Context: an optimization exercise on an open-source flow, tuned for small area, a short achievable clock period and few clock cycles per item. The choices shown serve that exercise and are no tape-out recipe. RTL that was checked went through simulation tests only; none was proved equivalent to the original. Only the layout flow was run in runs 1 to 3, 6 and 7; the RTL was not checked for function there. Power figures rest on the tool's default switching activity, not on a simulated workload.

==> design/flow/config.mk <==
export PLATFORM = sky130hd
export DESIGN_NAME = argmax16
export DESIGN_NICKNAME = argmax16
export VERILOG_FILES = /design/flow/design.v
export SDC_FILE = /design/flow/constraint.sdc
export NUM_CORES = 4
export LEC_CHECK = 0
export CAP_MARGIN = 20
export CORE_MARGIN = 2
export CORE_UTILIZATION = 40
export SETUP_SLACK_MARGIN = 2
export SLEW_MARGIN = 20
==> design/flow/constraint.sdc <==
create_clock -name core_clock -period 8.5 [get_ports {clk}]
set_input_delay 1.7000 -clock core_clock [delete_from_list [all_inputs] [get_ports {clk}]]
set_output_delay 1.7000 -clock core_clock [all_outputs]
set_load 0.01 [all_outputs]
==> design/flow/standard.sh <==
#!/bin/bash
# synth_recipe.tcl (not shown) runs the flow's synth.tcl, then flattens the netlist and writes it again
# the make line also repeats each setting of config.mk as NAME=value (left out here)
make -C /OpenROAD-flow-scripts/flow DESIGN_CONFIG=/design/flow/config.mk WORK_HOME=/design/flow/orfs CLKGATE_MAP_FILE= SYNTH_SCRIPT=/design/flow/synth_recipe.tcl "${@:-finish}"
==> design/flow/design.v <==
module comparator #(
  parameter int DW = 16
) (
  input  logic [DW-1:0] a,
  input  logic [DW-1:0] b,
  output logic          gt
);
  always_comb begin
    gt = 1'b0;
    for (int k = 0; k < DW; k++) gt = (a[k] & ~b[k]) | ((a[k] | ~b[k]) & gt);
  end
endmodule
module argmax4_tree #(
  parameter int DW = 16
) (
  input  logic [3:0][DW-1:0] val,
  output logic [DW-1:0]      o_val,
  output logic [1:0]         o_idx
);
  logic          lo_a, hi_a, top_a;    
  logic [DW-1:0] lo_v, hi_v;
  comparator #(.DW(DW)) u_lo  (.a(val[0]), .b(val[1]), .gt(lo_a));
  comparator #(.DW(DW)) u_hi  (.a(val[2]), .b(val[3]), .gt(hi_a));
  assign lo_v = lo_a ? val[0] : val[1];
  assign hi_v = hi_a ? val[2] : val[3];
  comparator #(.DW(DW)) u_top (.a(lo_v), .b(hi_v), .gt(top_a));
  assign o_val = top_a ? lo_v : hi_v;
  assign o_idx = top_a ? {1'b0, ~lo_a} : {1'b1, ~hi_a};
endmodule
module argmax4_flat #(
  parameter int DW = 16
) (
  input  logic [3:0][DW-1:0] val,
  output logic [3:0]         win
);
  logic gt01, gt02, gt03, gt12, gt13, gt23;    
  comparator #(.DW(DW)) u01 (.a(val[0]), .b(val[1]), .gt(gt01));
  comparator #(.DW(DW)) u02 (.a(val[0]), .b(val[2]), .gt(gt02));
  comparator #(.DW(DW)) u03 (.a(val[0]), .b(val[3]), .gt(gt03));
  comparator #(.DW(DW)) u12 (.a(val[1]), .b(val[2]), .gt(gt12));
  comparator #(.DW(DW)) u13 (.a(val[1]), .b(val[3]), .gt(gt13));
  comparator #(.DW(DW)) u23 (.a(val[2]), .b(val[3]), .gt(gt23));
  assign win[0] =  gt01 &  gt02 &  gt03;
  assign win[1] = ~gt01 &  gt12 &  gt13;
  assign win[2] = ~gt02 & ~gt12 &  gt23;
  assign win[3] = ~gt03 & ~gt13 & ~gt23;
endmodule
module argmax16 (
  input  logic         clk,
  input  logic         rstn,        
  input  logic         in_valid,
  input  logic [255:0] in_data,     
  output logic         out_valid,
  output logic [3:0]   out_idx
);
  logic [3:0][15:0] gval, gval_q;    
  logic [3:0][1:0]  gidx, gidx_q;    
  logic [3:0]       win;             
  always_ff @(posedge clk or negedge rstn) begin
    if (!rstn) out_valid <= 1'b0;
    else       out_valid <= in_valid;
  end
  for (genvar g = 0; g < 4; g++) begin : g_grp
    argmax4_tree #(.DW(16)) u_grp (
      .val   (in_data[64*g +: 64]),
      .o_val (gval[g]),
      .o_idx (gidx[g])
    );
  end
  always_ff @(posedge clk) begin
    gval_q <= gval;
    gidx_q <= gidx;
  end
  argmax4_flat #(.DW(16)) u_top (
    .val (gval_q),
    .win (win)
  );
  always_comb begin
    out_idx[3] = win[3] | win[2];
    out_idx[2] = win[3] | win[1];
    out_idx[1:0] = '0;
    for (int g = 0; g < 4; g++) out_idx[1:0] |= {2{win[g]}} & gidx_q[g];
  end
endmodule
==> design/flow/flow/run.sh <==
#!/bin/bash
# Standard ORFS layout, with the port buffers made of sky130 buf cells
# instead of the delay buffer buffer_ports picks by default.
set -e
export BUFFER_PORTS_ARGS="-buffer_cell sky130_fd_sc_hd__buf_1"
bash standard.sh > standard.log 2>&1
==> results of run 1 <==
layout make-up:
| class | instances | area [um2] | area share, % |
|---|---|---|---|
| well taps | 280 | 350 | 3.25 |
| flip-flops and latches | 73 | 1470 | 13.6 |
| clock inverters | 3 | 65.1 | 0.604 |
| clock buffers | 12 | 246 | 2.29 |
| multi-input cells | 960 | 6760 | 62.7 |
| inverters | 190 | 713 | 6.62 |
| repair buffers | 286 | 1170 | 10.9 |
kinds of logic (layout without fill, tap and decap cells):
kind of cell | count (synthesis) | in the layout | synth area share (%)
AO/OA/AOI/OAI | 386 | 386 | 30.9
AND/OR/NAND/NOR | 373 | 373 | 20.8
adder cells (fa/ha/maj) | 73 | 73 | 8.15
buffers and inverters | 211 | 491 | 9.40
multiplexers | 128 | 128 | 14.6
flip-flops | 73 | 73 | 16.2
metrics by stage:
stage	instance area, um2	setup WS (ns)	power [mW]	std cells
final	10800	2.28	1.90	1804
after global routing	10800	2.00	2.05	1804
after CTS	10600	2.06	1.88	1784
after detailed placement	10300	1.59	1.47	1769
after global placement	10300	1.64	1.46	1769
after floorplan	9030	2.77	1.21	1244
metal layers:
layer | up-vias | part of all wire [%] | wire (um) | track usage, %
met4 | 0 | 1.4 | 388 | 5.25
li1 | 5103 | - | - | -
met5 | - | 0 | 0 | 0
met2 | 316 | 47 | 13000 | 39.3
met3 | 32 | 5.3 | 1470 | 2.63
met1 | 4582 | 46 | 12700 | 29.4
report_power, final:
| group | switching [mW] | internal, mW |
|---|---|---|
| Combinational | 0.536 | 0.442 |
| Clock | 0.136 | 0.263 |
| Sequential | 0.0987 | 0.428 |
| Total | 0.771 | 1.13 |
flip-flops by register name, summed over array words and instances (netlist names):
name and flops:
gval_q 64, gidx_q 8, out_valid 1
timing repair:
action                                  4_1_cts  5_1_grt
endpoints found under the setup margin        3       36
pin swaps                                     0        4
gates resized for setup                       2        6
hold buffers                                  0        0
setup buffers                                 0       20
layout by cell type, fill, tap and decap left out, types with 22 or more instances in the layout:
master,n
buf_1,263
inv_1,189
mux2i_1,107
nand2_1,92
nor2_1,83
o21ai_0,76
a21oi_1,74
dfxtp_1,72
maj3_1,68
nor2b_1,50
nand2b_1,44
nand3_1,30
o22ai_1,23
o211ai_1,22
buf_4,22
worst max-delay path: stages:
cell	delay [ns]
buf_1	0.11
nand2b_1	0.16
maj3_1	0.35
a21oi_1	0.29
o32ai_2	0.14
o31ai_1	0.34
maj3_2	0.59
mux2_4	0.34
a31o_1	0.20
a31oi_1	0.23
o221a_2	0.23
o31ai_2	0.09
maj3_1	0.35
a222oi_1	0.35
nor3_2	0.11
o211ai_4	0.57
mux2i_1	0.29
path summary, 6_finish.rpt:
path / startpoint / end / slack (ns) / cells after the start
setup / recovery: in_data[208] / gval_q[57] / 2.28 / 17
hold / removal: rstn / out_valid / 1.12 / 1
max in group asynchronous: rstn / out_valid / 7.29 / 1
min in group core_clock: in_valid / out_valid / 1.46 / 1
==> results.yml, run 1 <==
synthesis:
  async_flop_share_pct: 1.37
  syn-num-nets: 1503
  yosys.cell_count.top_type: "inv_1"
  synth_seq_cells: 73
  synth_edf_count: 0
  syn-cell-area_um2: 9030
  yosys-top-cells-count: "189 x inv_1, 107 x mux2i_1, 93 x nand2_1, 84 x nor2_1, 76 x o21ai_0"
  avgSynthCellArea_um2: 7.26
  ys.flop_type: "dfxtp_1"
  yosys.area.top_type_share_pct: 16.0
  ys_types: 83
  synth_top_area_cell: "dfxtp_1"
  yosys_warnings: 2
  ys_top_cells_by_area: "dfxtp_1 16%, mux2i_1 12%, inv_1 7.9%"
  synth_cells: 1244
  yosysSeqAreaShare_pct: 16.2
setup_path:
  critPathMaxFanout: 20
  cp_data_arrival_time_ns: 6.47
  path_class: "in2reg"
  cp-start-kind: "input port"
  critPathCaptureType: "register"
  cp.required_ns: 8.75
drt:
  drt-initial-drc-count: 626
  drt_pass1_iterations: 7
  routedWlPerCell_um: 15.3
  ant_nets: 0
  num_vias: 10000
  wl_um: 27600
  drc_errors: 0
  viasPerCell: 5.56
final_layout:
  finish.utilization_pct: 49.0
  fin_nets: 1779
  num_antenna_cells: 0
  syn2layout_area_growth_pct: 19.3
  num-fill-cells: 2216
  layout-drive-gt1-share_pct: 5.91
timing:
  slew_headroom_pct: 46.4
  fmax_mhz: 161
  rsz0062_at_grt: "false"
  worstMarginPinSlew_ns: 0.804
  post-route-period-util_pct: 73.1
  fin_setup_tns_ns: 0
  hold_ws_ns: 1.12
  slew_violations: 0
  fin_crit_ns: 6.22
  finalHoldViolCount: 0
  finalSetupViolCount: 0
grt:
  grt_overflow: 0
  antenna_found_initial: 0
  grt_use_total_pct: 22.4
  grt_pass1_vias: 9423
  grt_pass1_wl_um: 44700
  grt_start_max_net_pins: 22
clock_network:
  root_buffer: "clkbuf_16"
  clockBufferDepth: 2
  cts_tree: "yes"
  clk_transition_reported_paths_ns: 0.06
  numCtsBuffers: 9
  cts.sinks: 73
  htree_levels: 3
die:
  io_pins: 264
  die-area_um2: 23800
  die_x_um: 154
  start_util_pct: 41.1
  die_h_um: 154
  core_area_um2: 22000
  rows: 54
place:
  gp_congestion: 0.939
  dp_hpwl_um: 23300
  port_buffers: 263
worst_hold_path:
  hp-class: "in2async"
power_and_ir_drop:
  power.density_nw_per_um2: 177
  leakagePower_nw: 4.64
  ir_worst_vdd_mv: 0.122
run_status:
  outcome: "timing/DRC/antenna clean"
flow_run:
  maxCapViolations: 0
==> run 2, diff against run 1 <==
==> design/flow/design.v (replaced) <==
module comparator #(
  parameter int LB = 12
) (
  input  logic [3:0][LB-1:0] val,
  input  logic [3:0]         cand,
  output logic [3:0]         win,
  output logic [LB-1:0]      o_val
);
  function automatic logic greater(input logic [LB-1:0] a, input logic [LB-1:0] b);
    logic c;
    c = 1'b0;
    for (int k = 0; k < LB; k++) c = (a[k] & ~b[k]) | ((a[k] | ~b[k]) & c);
    greater = c;
  endfunction
  logic [3:0][3:0] beats;        
  always_comb begin
    beats = '0;
    for (int i = 0; i < 4; i++)
      for (int j = i + 1; j < 4; j++) begin
        beats[i][j] = greater(val[i], val[j]);
        beats[j][i] = ~beats[i][j];
      end
    for (int i = 0; i < 4; i++) begin
      win[i] = cand[i];
      for (int j = 0; j < 4; j++)
        if (j != i) win[i] = win[i] & (~cand[j] | beats[i][j]);
    end
    o_val = '0;
    for (int i = 0; i < 4; i++) o_val |= {LB{win[i]}} & val[i];
  end
endmodule
module argmax16 #(
  parameter int HB = 4
) (
  input  logic         clk,
  input  logic         rstn,        
  input  logic         in_valid,
  input  logic [255:0] in_data,     
  output logic         out_valid,
  output logic [3:0]   out_idx
);
  localparam int LB = 16 - HB;
  logic [15:0]         cand;             
  logic [15:0]         hbit;
  logic                any;
  logic [3:0][LB-1:0]  glow, glow_q;     
  logic [3:0][1:0]     gidx, gidx_q;     
  logic [3:0]          gc, gc_q;         
  logic [3:0][3:0]     gwin;
  logic [3:0]          win;
  logic [LB-1:0]       unused_val;
  always_ff @(posedge clk or negedge rstn) begin
    if (!rstn) out_valid <= 1'b0;
    else       out_valid <= in_valid;
  end
  always_comb begin
    cand = '1;
    for (int k = 15; k >= LB; k--) begin
      for (int i = 0; i < 16; i++) hbit[i] = in_data[16*i + k];
      any  = |(cand & hbit);
      cand = cand & (hbit | {16{~any}});
    end
  end
  for (genvar g = 0; g < 4; g++) begin : g_grp
    comparator #(.LB(LB)) u_grp (
      .val   ({in_data[64*g+48 +: LB], in_data[64*g+32 +: LB],
               in_data[64*g+16 +: LB], in_data[64*g +: LB]}),
      .cand  (cand[4*g +: 4]),
      .win   (gwin[g]),
      .o_val (glow[g])
    );
    assign gc[g]      = |cand[4*g +: 4];
    assign gidx[g][1] = gwin[g][3] | gwin[g][2];
    assign gidx[g][0] = gwin[g][3] | gwin[g][1];
  end
  always_ff @(posedge clk) begin
    glow_q <= glow;
    gidx_q <= gidx;
    gc_q   <= gc;
  end
  comparator #(.LB(LB)) u_top (
    .val   (glow_q),
    .cand  (gc_q),
    .win   (win),
    .o_val (unused_val)
  );
  always_comb begin
    out_idx[3] = win[3] | win[2];
    out_idx[2] = win[3] | win[1];
    out_idx[1:0] = '0;
    for (int g = 0; g < 4; g++) out_idx[1:0] |= {2{win[g]}} & gidx_q[g];
  end
endmodule
--- a/design/flow/config.mk
+++ b/design/flow/config.mk
@@ -9,4 +9,4 @@
 export CORE_MARGIN = 2
-export CORE_UTILIZATION = 40
-export SETUP_SLACK_MARGIN = 2
+export CORE_UTILIZATION = 55
+export SETUP_SLACK_MARGIN = 4
 export SLEW_MARGIN = 20
==> results.yml, run 2 <==
run_status:
  outcome: "timing/DRC/antenna clean"
synthesis:
  synth_top_area_cell: "maj3_1"
  ys.flop_type: "dfxtp_1"
  syn-num-nets: 1479
  synth_seq_cells: 61
  yosys_warnings: 2
  yosys-top-cells-count: "205 x inv_1, 157 x maj3_1, 80 x o21ai_0, 76 x nand2_1, 72 x nor2_1"
  async_flop_share_pct: 1.64
  syn-cell-area_um2: 8720
  ys_types: 69
  yosys.area.top_type_share_pct: 18.0
  synth_edf_count: 0
  avgSynthCellArea_um2: 7.15
  yosys.cell_count.top_type: "inv_1"
  synth_cells: 1220
  ys_top_cells_by_area: "maj3_1 18%, dfxtp_1 14%, inv_1 8.8%"
  yosysSeqAreaShare_pct: 14.1
setup_path:
  cp_data_arrival_time_ns: 7.23
  startpoint: "in_data[127]"
  path_cells: "buf_8, nor4_4, and4_4, buf_8, o21ai_2, nand4_1, nor4_4, buf_6, buf_4, o221ai_4, o2111ai_4, nor4_4, buf_4, buf_6, o211ai_1, o2111ai_2, buf_4, or4_4, buf_12, a21oi_4, nor2b_2, a2111oi_4, buf_4, a211o_1"
  path_class: "in2reg"
  critPathCaptureType: "register"
  cpPeakStageDelay_ns: 0.62
  cpMaxStageDelayCell: "or4_4"
  cp-start-kind: "input port"
  critPathMostFrequentCell: "buf_4"
  critPathMaxFanout: 7
  cp.required_ns: 8.72
power_and_ir_drop:
  ir_worst_vdd_mv: 0.116
  power.density_nw_per_um2: 123
  clock_power_share_pct: 21.8
  pwr-share-seq_pct: 23.5
  p_sw_mw: 0.652
  leakagePower_nw: 4.84
  p_sw_share_pct: 41.7
  power.internal_mw: 0.912
  combPwrFrac_pct: 54.7
drt:
  drt_pass1_iterations: 9
  routedWlPerCell_um: 22.9
  top_layer_used: "met5"
  wl_um: 41400
  num_vias: 12400
  drt-met1-wl_um: 14900
  viasPerCell: 6.86
  ant_nets: 0
  routed-wl-met3_um: 5280
  wl_met2_um: 17600
  drt-initial-drc-count: 1902
  drc_errors: 0
timing:
  slew_headroom_pct: 43.3
  slew_violations: 0
  hold_ws_ns: 1.11
  post-route-period-util_pct: 82.4
  fin_setup_tns_ns: 0
  worstMarginPinSlew_ns: 0.841
  finalSetupViolCount: 0
  fin_crit_ns: 7.01
  fmax_mhz: 143
  rsz0062_at_grt: "true"
  finalHoldViolCount: 0
clock_network:
  hold_buffers: 0
  cts_tree: "yes"
  clockBufferDepth: 2
  clk_transition_reported_paths_ns: 0.06
  root_buffer: "clkbuf_16"
  htree_levels: 3
  numCtsBuffers: 9
  cts.sinks: 61
die:
  core_area_um2: 15700
  rows: 46
  die_h_um: 130
  die-area_um2: 16900
  die_x_um: 130
  start_util_pct: 55.5
  io_pins: 264
grt:
  grt_overflow: 0
  grt_pass1_wl_um: 55200
  grt_pass1_vias: 10800
  grt_start_max_net_pins: 15
  grt_use_total_pct: 41.0
  antenna_found_initial: 1
final_layout:
  finish.utilization_pct: 80.8
  layout_common_cells: "237 x buf_1, 204 x inv_1, 134 x maj3_1"
  stdcell_area_um2: 12700
  num-fill-cells: 1035
  fin_nets: 1845
  layout_commonest_cell: "buf_1"
  layout-drive-gt1-share_pct: 22.8
  largestRegisters: "glow_q x48, gidx_q x8, gc_q x4"
  syn2layout_area_growth_pct: 45.7
  seq_area_um2: 1240
  multi_input_area_um2: 7770
  largest-register: "glow_q"
  largest_reg_flops: 48
place:
  placedInstanceArea_um2: 10100
  dp_hpwl_um: 24500
  gp_congestion: 0.984
  port_buffers: 263
worst_hold_path:
  hp-class: "in2async"
flow_run:
  maxCapViolations: 0
## run 2: per-layer routing
| metal | vias up | global-route usage [%] |
|---|---|---|
| met1 | 5611 | 49.7 |
| met5 | - | 0 |
| li1 | 5407 | - |
| met2 | 1045 | 64.7 |
| met4 | 2 | 27.9 |
| met3 | 340 | 9.47 |
## run 2: power by group through the flow
stage	Combinational, mW	Clock, mW	Sequential [mW]
5_1_grt	0.901	0.347	0.369
3_5_place_dp	0.601	0	0.367
4_1_cts	0.750	0.339	0.362
3_3_place_gp	0.597	0	0.367
6_report	0.856	0.340	0.368
2_1_floorplan	0.422	0	0.349
## run 2: path summary, 6_finish.rpt
| path | cells past startpoint | to | slack [ns] |
|---|---|---|---|
| max in group asynchronous | 1 | out_valid | 7.30 |
| min in group core_clock | 1 | out_valid | 1.46 |
| hold / removal | 1 | out_valid | 1.11 |
| setup / recovery | 24 | glow_q[35] | 1.49 |
## run 2: cell type report
type	instances	share of cell area [%]
well taps	216	2.13
flip-flops and latches	61	9.75
clock buffers	11	1.91
clock inverters	5	0.217
multi-input cells	924	61.2
diodes	1	0.0197
repair buffers	385	18.7
inverters	205	6.06
## run 2: worst max-delay path, delay by kind of cell
kind,cells,cell delay [ns]
AOI/OAI and AO/OA,8,1.99
buffers and inverters,9,1.60
and+or+nand+nor,7,1.91
## run 2: per-stage QoR
step	power [mW]	instances	worst slack, ns
floorplan	0.771	1220	2.64
global placement	0.964	1680	1.24
detailed placement	0.968	1680	1.22
CTS	1.45	1790	2.03
global route	1.62	1807	1.41
finish	1.56	1808	1.49
## run 2: what timing repair did
| item | 4_1_cts | 5_1_grt |
|---|---|---|
| setup endpoints to repair | 64 | 64 |
| setup buffers | 77 | 16 |
| gates resized for setup | 271 | 77 |
| pin swaps | 130 | 44 |
| cloned | 17 | 1 |
## run 2: kinds of logic after synthesis
kind of cell / Yosys count / share of synthesized area (%)
fa+ha+maj: 173 / 20.1
flops: 61 / 14.1
buf+inv: 239 / 10.9
compound gates: 468 / 39.0
simple gates: 279 / 15.9
==> run 3, diff against run 2 <==
--- a/design/flow/design.v
+++ b/design/flow/design.v
@@ -32,3 +32,3 @@
 module argmax16 #(
-  parameter int HB = 4
+  parameter int HB = 3
 ) (
==> results.yml, run 3 <==
final_layout:
  fin_nets: 2130
  largest-register: "glow_q"
  layout_common_cells: "249 x buf_1, 200 x inv_1, 169 x nand2_1"
  largestRegisters: "glow_q x52, gidx_q x8, gc_q x4"
  stdcell_area_um2: 14200
  largest_reg_flops: 52
  layout_commonest_cell: "buf_1"
  syn2layout_area_growth_pct: 36.1
  num_antenna_cells: 0
  layout-drive-gt1-share_pct: 17.4
synthesis:
  yosys.area.top_type_share_pct: 12.3
  syn-num-nets: 1781
  syn-cell-area_um2: 10400
  async_flop_share_pct: 1.54
  synth_seq_cells: 65
  yosys.cell_count.top_type: "inv_1"
  yosys-top-cells-count: "201 x inv_1, 172 x nand2_1, 94 x nor2_1, 90 x maj3_1, 80 x o21ai_0"
  synth_cells: 1522
  ys_types: 80
  synth_top_area_cell: "dfxtp_1"
  yosysSeqAreaShare_pct: 12.5
  yosys_warnings: 2
  avgSynthCellArea_um2: 6.85
  synth_edf_count: 0
  ys.flop_type: "dfxtp_1"
  ys_top_cells_by_area: "dfxtp_1 12%, maj3_1 8.6%, inv_1 7.2%"
place:
  gp_congestion: 0.975
  placedInstanceArea_um2: 11700
  port_buffers: 263
  dp_hpwl_um: 31000
power_and_ir_drop:
  ir_worst_vdd_mv: 0.0931
  power.density_nw_per_um2: 123
  leakagePower_nw: 5.44
timing:
  finalHoldViolCount: 0
  rsz0062_at_grt: "true"
  post-route-period-util_pct: 67.6
  fin_crit_ns: 5.74
  slew_headroom_pct: 37.1
  worstMarginPinSlew_ns: 0.934
  fmax_mhz: 174
  fin_setup_tns_ns: 0
  slew_violations: 0
  finalSetupViolCount: 0
clock_network:
  htree_levels: 3
  clk_transition_reported_paths_ns: 0.05
  cts_tree: "yes"
  root_buffer: "clkbuf_16"
  cts.sinks: 65
  hold_buffers: 0
  clockBufferDepth: 2
  numCtsBuffers: 9
grt:
  grt_pass1_vias: 13100
  grt_start_max_net_pins: 17
  grt_pass1_wl_um: 67000
  antenna_found_initial: 0
  grt_overflow: 0
  grt_use_total_pct: 40.6
drt:
  ant_nets: 0
  viasPerCell: 7.17
  wl_um: 47700
  drc_errors: 0
  drt_pass1_iterations: 8
  routedWlPerCell_um: 22.6
  drt-initial-drc-count: 1800
  num_vias: 15100
setup_path:
  path_buf_inv: 7
  path_cells: "buf_1, or4_4, buf_6, o41ai_4, a22oi_2, and4_4, buf_4, a31oi_4, o22ai_2, nor4_4, buf_4, a21oi_2, nor3_4, buf_12, a2111oi_4, buf_4, buf_6, a32oi_2, o211ai_1"
  cp.required_ns: 8.71
  critPathCaptureType: "register"
  startpoint: "in_data[95]"
  path_class: "in2reg"
  cpMaxStageDelayCell: "or4_4"
  cp-start-kind: "input port"
  critPathMaxFanout: 7
  critPathMostFrequentCell: "buf_4"
  cpPeakStageDelay_ns: 0.61
  cp_data_arrival_time_ns: 5.95
  crit_family: "simple AND/OR/NAND/NOR gates"
die:
  io_pins: 264
  die-area_um2: 20100
  core_area_um2: 18600
  start_util_pct: 56.0
  die_x_um: 142
  rows: 50
  die_h_um: 142
worst_hold_path:
  hp-class: "in2async"
run_status:
  outcome: "timing/DRC/antenna clean"
flow_run:
  maxCapViolations: 0
## run 3: changes by cell type in the layout (fill, tap and decap cells not counted), sizes merged, moves of 23 or more
cell / before / now
nand2: 76 / 172
a31oi: 9 / 41
o22ai: 58 / 28
a32oi: 4 / 30
a221o: 39 / 16
maj3: 173 / 90
nand3: 11 / 50
## run 3: area by class of cell
class,count,area (um2)
clock buffer,10,229
clock inverter,6,130
fill,1401,4450
inverter,201,754
multi-input combinational,1216,9270
sequential,65,1320
tap,234,293
timing repair buffer,378,2200
## run 3: power breakdown
group	switching, mW	leakage [nW]	internal [mW]
Sequential	0.0636	0.547	0.344
Combinational	0.516	4.72	0.367
Clock	0.145	0.176	0.315
Total	0.725	5.44	1.03
## run 3: metal layers
| metal | global-route usage (%) | part of all wire (%) | wire [um] |
|---|---|---|---|
| met4 | 16.1 | 7.0 | 3360 |
| met1 | 50.2 | 35 | 16900 |
| met3 | 9.65 | 13 | 6040 |
| met5 | 0 | 0 | 0 |
| met2 | 68.3 | 45 | 21400 |
## run 3: kinds of logic after synthesis
| logic type | Yosys count | share of synthesized area (%) |
|---|---|---|
| compound gates | 603 | 44.4 |
| flops | 65 | 12.5 |
| buf+inv | 250 | 9.77 |
| simple gates | 514 | 24.7 |
| fa+ha+maj | 90 | 8.64 |
## run 3: path summary, 6_finish.rpt
| path | endpoint | slack [ns] | cells past startpoint |
|---|---|---|---|
| max | glow_q[31] | 2.76 | 19 |
| max in group asynchronous | out_valid | 7.29 | 1 |
| min in group core_clock | out_valid | 1.47 | 1 |
| min | out_valid | 1.11 | 1 |
## run 3: metrics by stage
step                hold slack (ns)  cells  power [mW]  setup slack, ns  util, %
global route                   1.11   2110        1.82             2.76     76.1
finish                         1.11   2110        1.75             2.76     76.1
floorplan                      1.40   1522       0.852             3.10        -
global placement               1.46   1971        1.07             1.29     62.7
detailed placement             1.47   1971        1.07             1.03     62.7
CTS                            1.11   2053        1.62             3.35     70.9
## run 3: timing repair
| item | CTS | global route |
|---|---|---|
| buffers inserted | 58 | 52 |
| cloned | 8 | 5 |
| pin swaps | 88 | 62 |
| endpoints found under the setup margin | 68 | 68 |
| resized for setup | 121 | 116 |
==> run 4, diff against run 3 <==
==> design/flow/design.v (replaced) <==
module comparator #(
  parameter int DW = 16,
  parameter int HB = 3
) (
  input  logic [3:0][DW-1:0] val,
  output logic [3:0]         win,
  output logic [DW-1:0]      o_val
);
  localparam int LB = DW - HB;
  function automatic logic greater(input logic [LB-1:0] a, input logic [LB-1:0] b);
    logic c;
    c = 1'b0;
    for (int k = 0; k < LB; k++) c = (a[k] & ~b[k]) | ((a[k] | ~b[k]) & c);
    greater = c;
  endfunction
  logic [3:0]      cand;         
  logic            any;
  logic [3:0]      bits;
  logic [3:0][3:0] beats;        
  always_comb begin
    cand = 4'b1111;
    for (int k = DW - 1; k >= LB; k--) begin
      for (int i = 0; i < 4; i++) bits[i] = val[i][k];
      any  = |(cand & bits);
      cand = cand & (bits | {4{~any}});
    end
  end
  always_comb begin
    beats = '0;
    for (int i = 0; i < 4; i++)
      for (int j = i + 1; j < 4; j++) begin
        beats[i][j] = greater(val[i][LB-1:0], val[j][LB-1:0]);
        beats[j][i] = ~beats[i][j];
      end
    for (int i = 0; i < 4; i++) begin
      win[i] = cand[i];
      for (int j = 0; j < 4; j++)
        if (j != i) win[i] = win[i] & (~cand[j] | beats[i][j]);
    end
  end
  always_comb begin
    o_val = '0;
    for (int i = 0; i < 4; i++) o_val |= {DW{win[i]}} & val[i];
  end
endmodule
module argmax16 #(
  parameter int HBG = 3,    
  parameter int HBT = 3     
) (
  input  logic         clk,
  input  logic         rstn,        
  input  logic         in_valid,
  input  logic [255:0] in_data,     
  output logic         out_valid,
  output logic [3:0]   out_idx
);
  logic             valid_q;
  logic [3:0][15:0] gval, gval_q;    
  logic [3:0][3:0]  gwin;            
  logic [3:0][1:0]  gidx, gidx_q;    
  logic [3:0]       win;             
  logic [15:0]      unused_val;
  logic [3:0]       idx_c;
  always_ff @(posedge clk or negedge rstn) begin
    if (!rstn) begin
      valid_q   <= 1'b0;
      out_valid <= 1'b0;
    end else begin
      valid_q   <= in_valid;
      out_valid <= valid_q;
    end
  end
  for (genvar g = 0; g < 4; g++) begin : g_grp
    comparator #(.DW(16), .HB(HBG)) u_grp (
      .val   (in_data[64*g +: 64]),
      .win   (gwin[g]),
      .o_val (gval[g])
    );
    assign gidx[g][1] = gwin[g][3] | gwin[g][2];
    assign gidx[g][0] = gwin[g][3] | gwin[g][1];
  end
  always_ff @(posedge clk) begin
    gval_q <= gval;
    gidx_q <= gidx;
  end
  comparator #(.DW(16), .HB(HBT)) u_top (
    .val   (gval_q),
    .win   (win),
    .o_val (unused_val)
  );
  always_comb begin
    idx_c[3] = win[3] | win[2];
    idx_c[2] = win[3] | win[1];
    idx_c[1:0] = '0;
    for (int g = 0; g < 4; g++) idx_c[1:0] |= {2{win[g]}} & gidx_q[g];
  end
  always_ff @(posedge clk) out_idx <= idx_c;
endmodule
--- a/design/flow/config.mk
+++ b/design/flow/config.mk
@@ -10,2 +10,3 @@
 export CORE_UTILIZATION = 55
+export CTS_BUF_LIST = sky130_fd_sc_hd__clkbuf_4 sky130_fd_sc_hd__clkbuf_8
 export SETUP_SLACK_MARGIN = 4
==> results.yml, run 4 <==
grt:
  grt_use_total_pct: 33.9
  grt_pass1_vias: 11900
  grt_overflow: 0
  grt_pass1_wl_um: 57100
  antenna_found_initial: 0
  grt_start_max_net_pins: 16
setup_path:
  r2r_cells: 10
  critPathCaptureType: "register"
  cpPeakStageDelay_ns: 0.78
  cp_data_arrival_time_ns: 4.64
  path_buf_inv: 2
  reg2reg_to: "out_idx[1]"
  path_class: "in2reg"
  cp.required_ns: 8.75
  r2r_slack_ns: 5.40
  crit_family: "compound AO/OA/AOI/OAI gates"
  path_cells: "buf_1, inv_1, a222oi_1, a21boi_0, a2111oi_0, a2111oi_0, o21ai_0, o211ai_1, o21ba_2, a22o_1, a221o_1"
  cpMaxStageDelayCell: "a2111oi_0"
  cp-start-kind: "input port"
  critPathMaxFanout: 14
  critPathMostFrequentCell: "a2111oi_0"
  r2r_start: "gval_q[23]"
drt:
  ant_nets: 0
  routedWlPerCell_um: 18.2
  num_vias: 13100
  drt-initial-drc-count: 995
  viasPerCell: 6.60
  wl_um: 36200
  drc_errors: 0
  drt_pass1_iterations: 6
clock_network:
  clk-insertion-delay-late_ns: 0.38
  htree_levels: 3
  cts_tree: "yes"
  root_buffer: "clkbuf_8"
  cts.sinks: 78
  clk_transition_reported_paths_ns: 0.09
  clockBufferDepth: 2
  numCtsBuffers: 9
place:
  placedInstanceArea_um2: 11800
  port_buffers: 263
  gp_congestion: 0.991
  dp_hpwl_um: 29200
  dp_slack_ns: 3.39
  dp.cells: 1969
die:
  io_pins: 264
  core_area_um2: 18800
  die-area_um2: 20300
  die_h_um: 143
  die_x_um: 143
  start_util_pct: 56.3
  rows: 50
run_status:
  outcome: "timing/DRC/antenna clean"
worst_hold_path:
  hp-class: "reg2reg"
  worstHoldStart: "valid_q"
  hold_end: "out_valid"
  hold-path-cell-count: 0
synthesis:
  synth_simple_gate_area_share_pct: 21.2
  synth_mux_area_share_pct: 0
  synthAdderAreaFrac_pct: 13.1
  yosys.cell_count.top_type: "inv_1"
  synth_seq_cells: 78
  synth_cells: 1497
  ys_top_cells_by_area: "dfxtp_1 14%, maj3_1 13%, inv_1 7.4%"
  yosys.area.top_type_share_pct: 14.4
  async_flop_share_pct: 2.56
  synth_top_family_by_area: "compound AO/OA/AOI/OAI gates"
  synth_edf_count: 0
  ys.flop_type: "dfxtp_1"
  ys_types: 75
  syn-num-nets: 1756
  synth_top_area_cell: "dfxtp_1"
  avgSynthCellArea_um2: 7.06
  yosys_warnings: 2
  syn-cell-area_um2: 10600
  synth-xor-area-share_pct: 0
  synth_compound_area_share_pct: 42.2
  yosysSeqAreaShare_pct: 14.9
  yosys-top-cells-count: "208 x inv_1, 134 x maj3_1, 102 x nand2_1, 99 x nor2_1, 98 x o21ai_0"
timing:
  rsz0062_at_grt: "false"
  fmax_mhz: 227
  fin_crit_ns: 4.40
  fin_setup_tns_ns: 0
  finalHoldViolCount: 0
  finalSetupViolCount: 0
  post-route-period-util_pct: 51.7
  worstMarginPinSlew_ns: 0.874
  fin_skew_ns: 0.00840
  slew_headroom_pct: 40.2
  setup_ws_ns: 4.10
  slew_violations: 0
final_layout:
  fin_nets: 2007
  num-fill-cells: 1881
  final_cells: 1987
  layout_commonest_cell: "buf_1"
  multi_input_area_um2: 8150
  largest-register: "gval_q"
  largestRegisters: "gval_q x64, gidx_q x8, out_idx x4"
  largest_reg_flops: 64
  stdcell_area_um2: 12100
  num_antenna_cells: 0
  syn2layout_area_growth_pct: 14.3
  layout-drive-gt1-share_pct: 4.05
  layout_common_cells: "263 x buf_1, 207 x inv_1, 134 x maj3_1"
  seq_area_um2: 1570
  finish.utilization_pct: 64.4
flow_run:
  maxCapViolations: 0
power_and_ir_drop:
  leakagePower_nw: 4.63
  ir_worst_vdd_mv: 0.0780
  power.density_nw_per_um2: 144
-- run 4: routing by layer --
layer / routed length (um) / part of all wire [%] / track usage (%) / vias up
met3: 2720 / 7.5 / 5.03 / 90
met4: 969 / 2.7 / 10.9 / 0
met2: 17100 / 47 / 58.6 / 675
met5: 0 / 0 / 0 / -
li1: - / - / - / 6279
met1: 15400 / 42 / 43.3 / 6063
-- run 4: report_power, final --
| part | leakage, nW | internal [mW] | switching [mW] | total [mW] |
|---|---|---|---|---|
| clock network | 0.0951 | 0.145 | 0.147 | 0.292 |
| logic | 3.87 | 0.385 | 0.515 | 0.900 |
| registers | 0.660 | 0.443 | 0.101 | 0.544 |
-- run 4: timing repair --
item,in CTS,in global routing
pin swaps,1,3
hold endpoints to repair,0,0
resized for setup,2,14
endpoints found under the setup margin,25,54
hold buffers,0,0
buffers inserted,0,2
-- run 4: stage by stage --
| stage | total power [mW] | hold WS, ns |
|---|---|---|
| 2_1_floorplan | 1.12 | 0.331 |
| 3_3_place_gp | 1.40 | 0.342 |
| 3_5_place_dp | 1.41 | 0.350 |
| 4_1_cts | 1.70 | 0.370 |
| 5_1_grt | 1.85 | 0.387 |
| 6_report | 1.74 | 0.369 |
-- run 4: logic make-up after synthesis --
kind of cell | count (synthesis)
and+or+nand+nor | 449
DFF | 78
AOI/OAI and AO/OA | 592
buffers and inverters | 240
adders and majority gates | 138
-- run 4: cell type report --
type	count	share of cell area, %
multi-input cells	1179	67.5
clock buffers	10	1.14
clock inverters	6	0.580
inverters	208	6.46
repair buffers	272	8.93
well taps	234	2.42
flip-flops and latches	78	13.0
-- run 4: worst max path at each step --
stage,from,to,slack (ns),cells past startpoint
final,in_data[163],gval_q[36],4.10,11
after global routing,in_data[159],gval_q[36],4.00,11
after CTS,in_data[159],gval_q[36],4.00,11
after detailed placement,in_data[102],gval_q[17],3.39,11
after global placement,in_data[102],gval_q[18],3.47,11
after floorplan,in_data[48],gval_q[10],4.02,11
Testbench counts of run 4, summed over its fixed seeds: cycles 8,208, items 8,192.
==> run 5, diff against run 4 <==
--- a/design/flow/config.mk
+++ b/design/flow/config.mk
@@ -11,3 +11,3 @@
 export CTS_BUF_LIST = sky130_fd_sc_hd__clkbuf_4 sky130_fd_sc_hd__clkbuf_8
-export SETUP_SLACK_MARGIN = 4
+export SETUP_SLACK_MARGIN = 4.6
 export SLEW_MARGIN = 20
==> results.yml, run 5 <==
synthesis:
  synth_cells: 1497
  synth_simple_gate_area_share_pct: 21.2
  ys_types: 75
  syn-num-nets: 1756
  yosys-top-cells-count: "208 x inv_1, 134 x maj3_1, 102 x nand2_1, 99 x nor2_1, 98 x o21ai_0"
  ys.flop_type: "dfxtp_1"
  synth_edf_count: 0
  synth_compound_area_share_pct: 42.2
  synth-xor-area-share_pct: 0
  synth_top_area_cell: "dfxtp_1"
  synthAdderAreaFrac_pct: 13.1
  synth_mux_area_share_pct: 0
  async_flop_share_pct: 2.56
  syn-cell-area_um2: 10600
  ys_top_cells_by_area: "dfxtp_1 14%, maj3_1 13%, inv_1 7.4%"
  synth_top_family_by_area: "compound AO/OA/AOI/OAI gates"
  yosysSeqAreaShare_pct: 14.9
  yosys.area.top_type_share_pct: 14.4
  yosys_warnings: 2
  avgSynthCellArea_um2: 7.06
  yosys.cell_count.top_type: "inv_1"
  synth_seq_cells: 78
power_and_ir_drop:
  ir_worst_vdd_mv: 0.0807
  finalPower_mw: 1.87
  power.density_nw_per_um2: 138
  leakagePower_nw: 5.29
clock_network:
  cts.sinks: 78
  clk-insertion-delay-late_ns: 0.39
  clk_transition_reported_paths_ns: 0.10
  hold_buffers: 0
  clockBufferDepth: 2
  numCtsBuffers: 9
  cts_tree: "yes"
  root_buffer: "clkbuf_8"
  htree_levels: 3
setup_path:
  r2r_start: "gval_q[23]"
  critPathCaptureType: "register"
  r2r_cells: 10
  cp.required_ns: 8.77
  worstSetupPathDepth: 11
  crit_end: "gval_q[0]"
  critPathMostFrequentCell: "maj3_2"
  path_class: "in2reg"
  path_buf_inv: 1
  cpPeakStageDelay_ns: 0.53
  path_cells: "buf_1, nor2b_1, maj3_2, a21oi_1, a221oi_1, or4_1, maj3_2, maj3_2, o211a_4, a22o_1, a221o_1"
  crit_family: "adder cells"
  reg2reg_to: "out_idx[1]"
  cpMaxStageDelayCell: "or4_1"
  startpoint: "in_data[55]"
  critPathMaxFanout: 7
  cp_data_arrival_time_ns: 4.45
  r2r_slack_ns: 5.36
  cp-start-kind: "input port"
grt:
  grt_pass1_wl_um: 60200
  grt_start_max_net_pins: 17
  grt_use_total_pct: 35.6
  grt_overflow: 0
  antenna_found_initial: 0
  grt_pass1_vias: 12600
die:
  start_util_pct: 56.3
  die_h_um: 143
  io_pins: 264
  die_x_um: 143
  core_area_um2: 18800
  rows: 50
  die-area_um2: 20300
timing:
  slew_violations: 0
  fin_skew_ns: 0.0178
  slew_headroom_pct: 61.3
  fmax_mhz: 240
  fin_setup_tns_ns: 0
  rsz0062_at_grt: "true"
  worstMarginPinSlew_ns: 0.580
  finalHoldViolCount: 0
  post-route-period-util_pct: 49.1
  finalSetupViolCount: 0
  fin_crit_ns: 4.18
drt:
  drc_errors: 0
  ant_nets: 0
  viasPerCell: 6.71
  drt_pass1_iterations: 6
  wl_um: 38900
  num_vias: 13600
  routedWlPerCell_um: 19.1
  drt-initial-drc-count: 1152
flow_run:
  maxCapViolations: 0
final_layout:
  layout-drive-gt1-share_pct: 17.4
  largest-register: "gval_q"
  syn2layout_area_growth_pct: 27.9
  num_antenna_cells: 0
  final_cells: 2031
  largest_reg_flops: 64
  stdcell_area_um2: 13500
  fin_nets: 2051
  layout_common_cells: "200 x inv_1, 200 x buf_1, 106 x maj3_1"
  largestRegisters: "gval_q x64, gidx_q x8, out_idx x4"
run_status:
  outcome: "timing/DRC/antenna clean"
place:
  dp.cells: 1964
  placedInstanceArea_um2: 12000
  gp_congestion: 0.952
  dp_hpwl_um: 29000
  port_buffers: 263
worst_hold_path:
  hp-class: "reg2reg"
-- run 5: cell count changes in the layout (fill, tap and decap cells not counted), sizes merged, moves of 2 or more --
cell      delta
buf         +16
clkbuf      +24
inv          +3
clkinvlp     -2
-- run 5: how the worst min path moves through the flow --
stage                       start  slack [ns]  cells past startpoint   endpoint
after floorplan           valid_q        0.33                      0  out_valid
after global placement    valid_q        0.33                      0  out_valid
after detailed placement  valid_q        0.34                      0  out_valid
after CTS                 valid_q        0.36                      0  out_valid
after global routing      valid_q        0.36                      0  out_valid
final                     valid_q        0.36                      0  out_valid
-- run 5: cell families (layout without fill, tap and decap cells) --
| family | Yosys count | count (layout) |
|---|---|---|
| fa+ha+maj | 138 | 138 |
| compound gates | 592 | 594 |
| simple gates | 449 | 450 |
| flops | 78 | 78 |
| buf+inv | 240 | 537 |
-- run 5: where the power goes --
group | switching [mW] | total, mW | internal, mW
Combinational | 0.583 | 1.06 | 0.474
Sequential | 0.101 | 0.544 | 0.443
Clock | 0.158 | 0.270 | 0.112
-- run 5: what timing repair did --
item | 4_1_cts | 5_1_grt
pin swaps | 28 | 63
cloned | 3 | 3
setup endpoints to repair | 59 | 58
gates resized for setup | 123 | 124
buffers inserted | 22 | 23
-- run 5: per-layer routing --
metal | share of wire, % | up-vias | track usage, %
li1 | - | 6402 | -
met1 | 41 | 6323 | 44.9
met2 | 47 | 765 | 61.4
met3 | 8.2 | 143 | 5.26
met4 | 3.6 | 0 | 13.2
met5 | 0 | - | 0
-- run 5: layout make-up --
class,instances,area (um2)
clock buffers,9,124
clock inverters,7,62.6
fillers,1593,5250
inverters,208,781
multi-input cells,1182,8990
flip-flops and latches,78,1570
well taps,234,293
repair buffers,313,1700
-- run 5: stage by stage --
step	utilization, %	hold WS (ns)	worst slack, ns
final	72.0	0.360	4.32
after global routing	72.0	0.364	4.23
after CTS	68.5	0.362	4.36
after detailed placement	63.8	0.340	3.52
after global placement	63.8	0.335	3.56
after floorplan	-	0.331	4.11
==> run 6, diff against run 5 <==
--- a/design/flow/design.v
+++ b/design/flow/design.v
@@ -46,3 +46,3 @@
 module argmax16 #(
-  parameter int HBG = 3,    
+  parameter int HBG = 2,    
   parameter int HBT = 3     
--- a/design/flow/config.mk
+++ b/design/flow/config.mk
@@ -11,3 +11,3 @@
 export CTS_BUF_LIST = sky130_fd_sc_hd__clkbuf_4 sky130_fd_sc_hd__clkbuf_8
-export SETUP_SLACK_MARGIN = 4.6
+export SETUP_SLACK_MARGIN = 4.3
 export SLEW_MARGIN = 20
==> results.yml, run 6 <==
final_layout:
  largest_reg_flops: 64
  largestRegisters: "gval_q x64, gidx_q x8, out_idx x4"
  layout_common_cells: "259 x buf_1, 220 x inv_1, 127 x maj3_1"
  fin_nets: 2047
  num_antenna_cells: 0
  layout-drive-gt1-share_pct: 5.63
  syn2layout_area_growth_pct: 15.3
  layout_commonest_cell: "buf_1"
  largest-register: "gval_q"
synthesis:
  ys.flop_type: "dfxtp_1"
  yosys.cell_count.top_type: "inv_1"
  async_flop_share_pct: 2.56
  yosys.area.top_type_share_pct: 13.9
  synth_edf_count: 0
  synth_cells: 1544
  ys_top_cells_by_area: "dfxtp_1 14%, maj3_1 12%, inv_1 7.6%"
  ys_types: 87
  synth_top_area_cell: "dfxtp_1"
  syn-cell-area_um2: 10900
  avgSynthCellArea_um2: 7.08
  yosysSeqAreaShare_pct: 14.4
  yosys_warnings: 3
  synth_seq_cells: 78
  syn-num-nets: 1803
  yosys-top-cells-count: "220 x inv_1, 127 x maj3_1, 123 x nand2_1, 99 x nor2_1, 84 x nand2b_1"
setup_path:
  critPathCaptureType: "register"
  path_cells: "buf_1, nand2b_1, maj3_2, maj3_1, a222oi_1, a2bb2oi_1, o21ai_1, o21ai_1, a221o_2, o32ai_2, a211o_1"
  cp-start-kind: "input port"
  cpPeakStageDelay_ns: 0.36
  critPathMostFrequentCell: "o21ai_1"
  cp.required_ns: 8.74
  critPathMaxFanout: 8
  crit_family: "compound AO/OA/AOI/OAI gates"
  cp_data_arrival_time_ns: 4.41
  cpMaxStageDelayCell: "maj3_1"
  path_class: "in2reg"
  path_buf_inv: 1
grt:
  antenna_found_initial: 1
  grt_start_max_net_pins: 18
  grt_pass1_wl_um: 57700
  grt_overflow: 0
  grt_use_total_pct: 32.0
  grt_pass1_vias: 11900
timing:
  fin_setup_tns_ns: 0
  fmax_mhz: 240
  slew_violations: 0
  rsz0062_at_grt: "false"
  setup_ws_ns: 4.33
  fin_skew_ns: 0.0146
  finalSetupViolCount: 0
  slew_headroom_pct: 40.4
  finalHoldViolCount: 0
  worstMarginPinSlew_ns: 0.884
  fin_crit_ns: 4.17
  post-route-period-util_pct: 49.1
place:
  dp_hpwl_um: 28900
  port_buffers: 263
  dp_slack_ns: 3.83
  gp_congestion: 0.955
clock_network:
  clk_transition_reported_paths_ns: 0.07
  clk-insertion-delay-late_ns: 0.37
  htree_levels: 3
  cts.sinks: 78
  numCtsBuffers: 9
  root_buffer: "clkbuf_8"
  cts_tree: "yes"
  clockBufferDepth: 2
die:
  die_x_um: 145
  die_h_um: 145
  start_util_pct: 56.2
  io_pins: 264
  core_area_um2: 19500
  die-area_um2: 21000
  rows: 51
worst_hold_path:
  hp-class: "reg2reg"
drt:
  viasPerCell: 6.40
  num_vias: 13200
  drt_pass1_iterations: 9
  wl_um: 36200
  drt-initial-drc-count: 1117
  drc_errors: 0
  ant_nets: 0
  routedWlPerCell_um: 17.6
power_and_ir_drop:
  leakagePower_nw: 4.90
  ir_worst_vdd_mv: 0.0715
  power.density_nw_per_um2: 136
flow_run:
  maxCapViolations: 0
run_status:
  outcome: "timing/DRC/antenna clean"
[run 6: cell count changes in the layout (fill, tap and decap cells not counted), moves of 21 or more]
cell,change
nand2b_1,+33
o22ai_1,+21
buf_2,-31
buf_1,+59
buf_4,-31
nand3_1,-32
maj3_1,+21
nand2_1,+23
a21oi_1,+23
[run 6: path summary, 6_finish.rpt]
kind	startpoint	slack, ns	to	depth (start not counted)
max	in_data[228]	4.33	gval_q[48]	11
min	valid_q	0.36	out_valid	0
max reg2reg	gval_q[49]	5.46	out_idx[0]	10
min reg2reg	valid_q	0.36	out_valid	0
max in group asynchronous	rstn	7.26	out_valid	1
min in group asynchronous	rstn	1.11	valid_q	1
[run 6: layout make-up]
type,count,area (um2)
Multi-Input combinational cell,1211,8630
Inverter,221,830
Clock inverter,5,58.8
Clock buffer,11,145
Fill cell,1914,6860
Tap cell,265,332
Sequential cell,78,1570
Timing Repair Buffer,267,1030
[run 6: per-stage QoR]
step                      std cells  utilization (%)  instance area, um2  total power, mW  hold slack, ns
after detailed placement       2035             62.1               12100             1.39           0.340
after global routing           2058             64.8               12600             1.84           0.383
final                          2058             64.8               12600             1.71           0.361
after CTS                      2052             63.3               12300             1.67           0.363
after global placement         2035             62.1               12100             1.37           0.343
after floorplan                1544                -               10900             1.11           0.331
[run 6: where the power goes]
| part | switching, mW | internal, mW |
|---|---|---|
| sequential | 0.0886 | 0.442 |
| clock | 0.131 | 0.147 |
| combinational | 0.514 | 0.390 |
[run 6: cells by family (layout without fill, tap and decap cells)]
kind of cell	count (synthesis)	in the layout	share of synthesized area [%]
AO/OA/AOI/OAI	597	601	41.2
AND/OR/NAND/NOR	461	461	21.3
buffers and inverters	259	504	9.21
adder cells (fa/ha/maj)	149	149	13.9
flip-flops	78	78	14.4
[run 6: worst reg2reg max path, cell delays in order, from the launching register on]
cell and delay, ns:
dfxtp_1 0.41, inv_1 0.07, maj3_1 0.34, maj3_1 0.36, maj3_1 0.36, maj3_2 0.32, o211ai_1 0.26, nor2_1 0.11
a2111oi_2 0.38, a22o_1 0.24, a221o_1 0.12
[run 6: layer usage]
layer	vias to the layer above	share of wire (%)	global-route usage [%]
li1	6398	-	-
met1	6097	44	42.2
met2	611	47	56.1
met3	60	7.3	3.93
met4	2	1.4	6.63
met5	-	0.036	0
[run 6: what timing repair did]
action	CTS	global route
pin swaps	1	9
hold buffers	0	0
setup endpoints to repair	40	65
gates resized for setup	5	50
cloned	0	4
buffers inserted	1	2
==> run 7, diff against run 6 <==
--- a/design/flow/design.v
+++ b/design/flow/design.v
@@ -46,3 +46,3 @@
 module argmax16 #(
-  parameter int HBG = 2,    
+  parameter int HBG = 4,    
   parameter int HBT = 3     
==> results.yml, run 7 <==
die:
  die_x_um: 144
  die-area_um2: 20600
  start_util_pct: 55.6
  core_area_um2: 19300
  die_h_um: 144
  io_pins: 264
  rows: 51
worst_hold_path:
  hp-class: "reg2reg"
  hold_end: "out_valid"
  hold-path-cell-count: 0
  worstHoldStart: "valid_q"
setup_path:
  startpoint: "in_data[160]"
  critPathMaxFanout: 6
  cpPeakStageDelay_ns: 0.44
  reg2reg_to: "out_idx[1]"
  path_cells: "buf_8, nor2b_4, maj3_2, a221oi_2, nor2_1, maj3_2, maj3_2, maj3_2, a211o_1, a221o_2, buf_6, o32ai_2, a221o_1"
  critPathCaptureType: "register"
  r2r_start: "gval_q[32]"
  cpMaxStageDelayCell: "a221o_2"
  cp_data_arrival_time_ns: 4.77
  path_class: "in2reg"
  path_buf_inv: 2
  r2r_cells: 11
  r2r_slack_ns: 5.09
  crit_family: "compound AO/OA/AOI/OAI gates"
  critPathMostFrequentCell: "maj3_2"
  cp.required_ns: 8.81
  cp-start-kind: "input port"
final_layout:
  layout_commonest_cell: "buf_1"
  num_antenna_cells: 0
  finish.utilization_pct: 73.0
  layout_common_cells: "216 x buf_1, 206 x inv_1, 113 x nand2_1"
  syn2layout_area_growth_pct: 31.4
  num-fill-cells: 1616
  fin_nets: 2116
  largestRegisters: "gval_q x64, gidx_q x8, out_idx x4"
  layout-drive-gt1-share_pct: 17.3
  largest_reg_flops: 64
  largest-register: "gval_q"
  final_cells: 2127
timing:
  slew_headroom_pct: 59.6
  finalHoldViolCount: 0
  rsz0062_at_grt: "true"
  hold_ws_ns: 0.365
  fin_crit_ns: 4.46
  worstMarginPinSlew_ns: 0.591
  post-route-period-util_pct: 52.4
  finalSetupViolCount: 0
  fmax_mhz: 224
  slew_violations: 0
  fin_setup_tns_ns: 0
  fin_skew_ns: 0.00995
synthesis:
  ys.flop_type: "dfxtp_1"
  synthAdderAreaFrac_pct: 9.78
  syn-num-nets: 1797
  async_flop_share_pct: 2.56
  yosys_warnings: 3
  synth_compound_area_share_pct: 43.3
  synth_cells: 1538
  synth_edf_count: 0
  syn-cell-area_um2: 10700
  synth_mux_area_share_pct: 0
  yosys.cell_count.top_type: "inv_1"
  yosys-top-cells-count: "211 x inv_1, 115 x nand2_1, 113 x nor2_1, 99 x maj3_1, 84 x a21oi_1"
  synth_simple_gate_area_share_pct: 23.7
  yosys.area.top_type_share_pct: 14.2
  synth_top_family_by_area: "compound AO/OA/AOI/OAI gates"
  synth_top_area_cell: "dfxtp_1"
  synth-xor-area-share_pct: 0
  ys_top_cells_by_area: "dfxtp_1 14%, maj3_1 9.3%, inv_1 7.4%"
  ys_types: 83
  synth_seq_cells: 78
  yosysSeqAreaShare_pct: 14.7
  avgSynthCellArea_um2: 6.96
power_and_ir_drop:
  power.internal_mw: 1.10
  p_sw_mw: 0.901
  pwr-share-seq_pct: 28.4
  leakagePower_nw: 5.53
  combPwrFrac_pct: 58.4
  ir_worst_vdd_mv: 0.0683
  p_sw_share_pct: 45.1
  power.density_nw_per_um2: 142
  clock_power_share_pct: 13.2
drt:
  routedWlPerCell_um: 19.2
  drt_pass1_iterations: 6
  ant_nets: 0
  viasPerCell: 6.69
  drc_errors: 0
  wl_um: 40900
  num_vias: 14200
  drt-initial-drc-count: 1420
place:
  dp.cells: 2040
  port_buffers: 263
  dp_hpwl_um: 29000
  gp_congestion: 1.04
clock_network:
  clk-insertion-delay-late_ns: 0.37
  clockBufferDepth: 2
  cts.sinks: 78
  root_buffer: "clkbuf_8"
  hold_buffers: 0
  clk_transition_reported_paths_ns: 0.09
  numCtsBuffers: 9
  htree_levels: 3
  cts_tree: "yes"
grt:
  top_usage_layer: "met2"
  grt_use_met1_pct: 44.6
  grt_pass1_vias: 12400
  grt_util_met2_pct: 59.1
  grt_pass1_wl_um: 59100
  antenna_found_initial: 0
  grt_overflow: 0
  grt_start_max_net_pins: 16
  grt_use_total_pct: 34.7
  gr-usage-met3_pct: 4.47
flow_run:
  maxCapViolations: 0
run_status:
  outcome: "timing/DRC/antenna clean"
run 7: cell count changes in the layout (fill, tap and decap cells not counted), moves of 20 or more:
cell | before | now
buf_1 | 259 | 216
buf_6 | 0 | 20
nor2b_1 | 58 | 38
a222oi_1 | 41 | 14
maj3_1 | 127 | 91
buf_4 | 3 | 57
run 7: logic make-up (layout without fill, tap and decap cells):
family,count (synthesis),in the layout
AO/OA/AOI/OAI,618,618
buffers and inverters,239,561
AND/OR/NAND/NOR,499,501
flip-flops,78,78
adder cells (fa/ha/maj),104,104
run 7: metrics by stage:
stage                     total power, mW  setup slack [ns]  cell area, um2
after floorplan                      1.21              4.05           10800
after global placement               1.50              3.36           12000
after detailed placement             1.51              3.21           12000
after CTS                            1.85              4.14           12800
after global routing                 2.12              3.99           14100
final                                2.00              4.04           14100
run 7: per-layer routing:
layer  vias up  routed length, um
li1       6600                  -
met1      6575              16400
met5         -                  0
met3       172               3550
met2       878              19400
met4         0               1560
run 7: power groups by stage:
stage                     clock [mW]  combinational (mW)  sequential [mW]
after floorplan                    0               0.691            0.519
after global routing           0.288                1.26            0.573
after detailed placement           0               0.946            0.568
after global placement             0               0.936            0.569
final                          0.264                1.17            0.568
after CTS                      0.268                1.02            0.562
run 7: worst max-delay path by stage:
stage                             to  depth (start not counted)
after floorplan           gval_q[36]                         12
after global placement    gval_q[32]                         11
after detailed placement  gval_q[35]                         12
after CTS                 gval_q[37]                         13
after global routing      gval_q[40]                         13
final                     gval_q[37]                         13
run 7: area by class of cell:
type	count	area [um2]	share of cell area, %
Multi-Input combinational cell	1223	9370	66.6
Timing Repair Buffer	334	1810	12.9
Sequential cell	78	1570	11.2
Inverter	211	796	5.66
Tap cell	265	332	2.36
Clock buffer	12	159	1.13
Clock inverter	4	30.0	0.213
run 7: timing repair:
action                                  4_1_cts  5_1_grt
resized for setup                           104      215
cloned                                        1        2
setup buffers                                27       41
pin swaps                                    41       86
endpoints found under the setup margin       55       55
==> run 8, diff against run 7 <==
--- a/design/flow/design.v
+++ b/design/flow/design.v
@@ -46,3 +46,3 @@
 module argmax16 #(
-  parameter int HBG = 4,    
+  parameter int HBG = 3,    
   parameter int HBT = 3     
==> results.yml, run 8 <==
run_status:
  outcome: "timing/DRC/antenna clean"
timing:
  worstMarginPinSlew_ns: 0.627
  finalSetupViolCount: 0
  fin_setup_tns_ns: 0
  rsz0062_at_grt: "true"
  fin_crit_ns: 4.23
  fmax_mhz: 236
  post-route-period-util_pct: 49.8
  slew_headroom_pct: 57.1
  fin_skew_ns: 0.0112
  hold_ws_ns: 0.369
  finalHoldViolCount: 0
  slew_violations: 0
  setup_ws_ns: 4.27
synthesis:
  yosys.cell_count.top_type: "inv_1"
  synth_seq_cells: 78
  ys_types: 75
  yosys.area.top_type_share_pct: 14.4
  avgSynthCellArea_um2: 7.06
  syn-num-nets: 1756
  ys.flop_type: "dfxtp_1"
  yosysSeqAreaShare_pct: 14.9
  synth_cells: 1497
  synth_edf_count: 0
  yosys-top-cells-count: "208 x inv_1, 134 x maj3_1, 102 x nand2_1, 99 x nor2_1, 98 x o21ai_0"
  syn-cell-area_um2: 10600
  async_flop_share_pct: 2.56
  synth_top_area_cell: "dfxtp_1"
  ys_top_cells_by_area: "dfxtp_1 14%, maj3_1 13%, inv_1 7.4%"
  yosys_warnings: 2
final_layout:
  num-fill-cells: 1767
  multi_input_area_um2: 8430
  layout_commonest_cell: "buf_1"
  final_cells: 1997
  finish.utilization_pct: 66.6
  layout_common_cells: "240 x buf_1, 207 x inv_1, 127 x maj3_1"
  syn2layout_area_growth_pct: 18.3
  layout-drive-gt1-share_pct: 8.34
  largest-register: "gval_q"
  fin_nets: 2017
  largest_reg_flops: 64
  seq_area_um2: 1570
  num_antenna_cells: 0
  largestRegisters: "gval_q x64, gidx_q x8, out_idx x4"
drt:
  drt_pass1_iterations: 7
  ant_nets: 0
  wl_um: 36600
  routedWlPerCell_um: 18.3
  viasPerCell: 6.65
  drc_errors: 0
  drt-initial-drc-count: 1079
  num_vias: 13300
grt:
  grt_use_total_pct: 33.8
  antenna_found_initial: 0
  grt_pass1_wl_um: 56900
  grt_overflow: 0
  grt_pass1_vias: 11800
  grt_start_max_net_pins: 16
worst_hold_path:
  hold_end: "out_valid"
  worstHoldStart: "valid_q"
  hp-class: "reg2reg"
  hold-path-cell-count: 0
place:
  dp_slack_ns: 3.55
  dp_hpwl_um: 28900
  gp_congestion: 0.969
  dp.cells: 1969
  port_buffers: 263
clock_network:
  htree_levels: 3
  clockBufferDepth: 2
  clk-insertion-delay-late_ns: 0.38
  cts_tree: "yes"
  numCtsBuffers: 9
  cts.sinks: 78
  clk_transition_reported_paths_ns: 0.09
  hold_buffers: 0
  root_buffer: "clkbuf_8"
setup_path:
  path_buf_inv: 1
  cp.required_ns: 8.76
  reg2reg_to: "out_idx[1]"
  crit_family: "compound AO/OA/AOI/OAI gates"
  cpMaxStageDelayCell: "or4_1"
  path_cells: "buf_8, nand2b_4, a221o_1, o221ai_2, a21oi_1, or4_1, maj3_2, maj3_2, o211a_4, a22o_1, a221o_1"
  r2r_start: "gval_q[23]"
  critPathMaxFanout: 7
  path_class: "in2reg"
  r2r_cells: 10
  r2r_slack_ns: 5.38
  critPathCaptureType: "register"
  cp-start-kind: "input port"
  cpPeakStageDelay_ns: 0.49
  cp_data_arrival_time_ns: 4.49
die:
  start_util_pct: 56.3
  core_area_um2: 18800
  die_h_um: 143
  rows: 50
  io_pins: 264
  die-area_um2: 20300
  die_x_um: 143
power_and_ir_drop:
  ir_worst_vdd_mv: 0.0953
  leakagePower_nw: 4.84
  power.density_nw_per_um2: 146
flow_run:
  maxCapViolations: 0
[run 8: per-layer routing]
metal  vias up  global-route usage [%]  part of all wire (%)
li1       6334                       -                     -
met4         0                    13.3                   3.3
met1      6140                    43.5                    42
met3       112                    4.56                   8.3
met5         -                       0                     0
met2       696                    57.2                    47
[run 8: power breakdown]
| group | switching, mW | internal, mW |
|---|---|---|
| registers | 0.104 | 0.443 |
| clock network | 0.149 | 0.197 |
| logic | 0.531 | 0.403 |
[run 8: metrics by stage]
step                power (mW)  cell area (um2)
floorplan                 1.12            10600
global placement          1.40            11800
detailed placement        1.41            11800
CTS                       1.78            12200
global route              1.94            12500
finish                    1.83            12500
[run 8: layout make-up]
type	count	area share [%]
inverter	208	6.24
multi-input combinational	1181	67.4
tap	234	2.34
timing repair buffer	280	9.51
clock inverter	7	0.970
sequential	78	12.6
clock buffer	9	0.990
[run 8: what timing repair did]
item / CTS / global route
setup buffers: 4 / 5
endpoints found under the hold margin: 0 / 0
resized for setup: 18 / 86
setup endpoints to repair: 50 / 57
gates cloned: 1 / 2
pin swaps: 5 / 16
[run 8: worst max-delay path by stage]
stage,from,to,slack [ns],cells after the start
after floorplan,in_data[48],gval_q[10],4.11,11
after global placement,in_data[40],gval_q[6],3.63,11
after detailed placement,in_data[32],gval_q[10],3.55,11
after CTS,in_data[48],gval_q[4],4.28,11
after global routing,in_data[32],gval_q[7],4.22,12
final,in_data[48],gval_q[4],4.27,11
[run 8: worst reg2reg max path: cells and delay by family (launching register included)]
family,cells,cell delay (ns)
adders and majority gates,4,1.44
AOI/OAI and AO/OA,3,0.72
DFF,1,0.48
and+or+nand+nor,2,0.21
buffers and inverters,1,0.13
[run 8: cell families (layout without fill, tap and decap cells)]
logic type	after synthesis	in the layout	share of synthesized area, %
flops	78	78	14.9
simple gates	449	450	21.2
buf+inv	240	504	8.68
compound gates	592	593	42.2
fa+ha+maj	138	138	13.1
Testbench counts of run 8, summed over its fixed seeds: cycles 8,208, items 8,192.

afterwards: timing with drivers on the ports:
How much do the figures lean on ideal ports? The routed layouts below were timed once more, with nothing changed but the port constraints.
Step 1 sets driving cells, clkbuf_16 on the clock port and buf_2 on the other inputs (assumed; they add their load-dependent delay and slew).
Step 2 times the ports against the registers' clock, not the clock port: input delays grow and output delays shrink by t, the midpoint of the rising clock arrivals with the driver on.
Slacks: no drivers / after step 1 / after step 2; pairs: no drivers / after step 1.
run	t, ns	setup WS [ns]	worst setup path at the end
run 1	0.372	2.283 / 2.303 / 1.931	input to register
run 2	0.389	1.492 / 1.471 / 1.083	input to register
run 3	0.389	2.758 / 2.784 / 2.396	input to register
run 4	0.411	4.103 / 4.122 / 3.710	input to register
run 5	0.426	4.325 / 4.341 / 3.915	input to register
run 6	0.394	4.329 / 4.342 / 3.949	input to register
run 7	0.400	4.043 / 4.033 / 3.634	input to register
run 8	0.412	4.267 / 4.269 / 3.857	input to register
After both steps setup and hold are still met in every run listed.
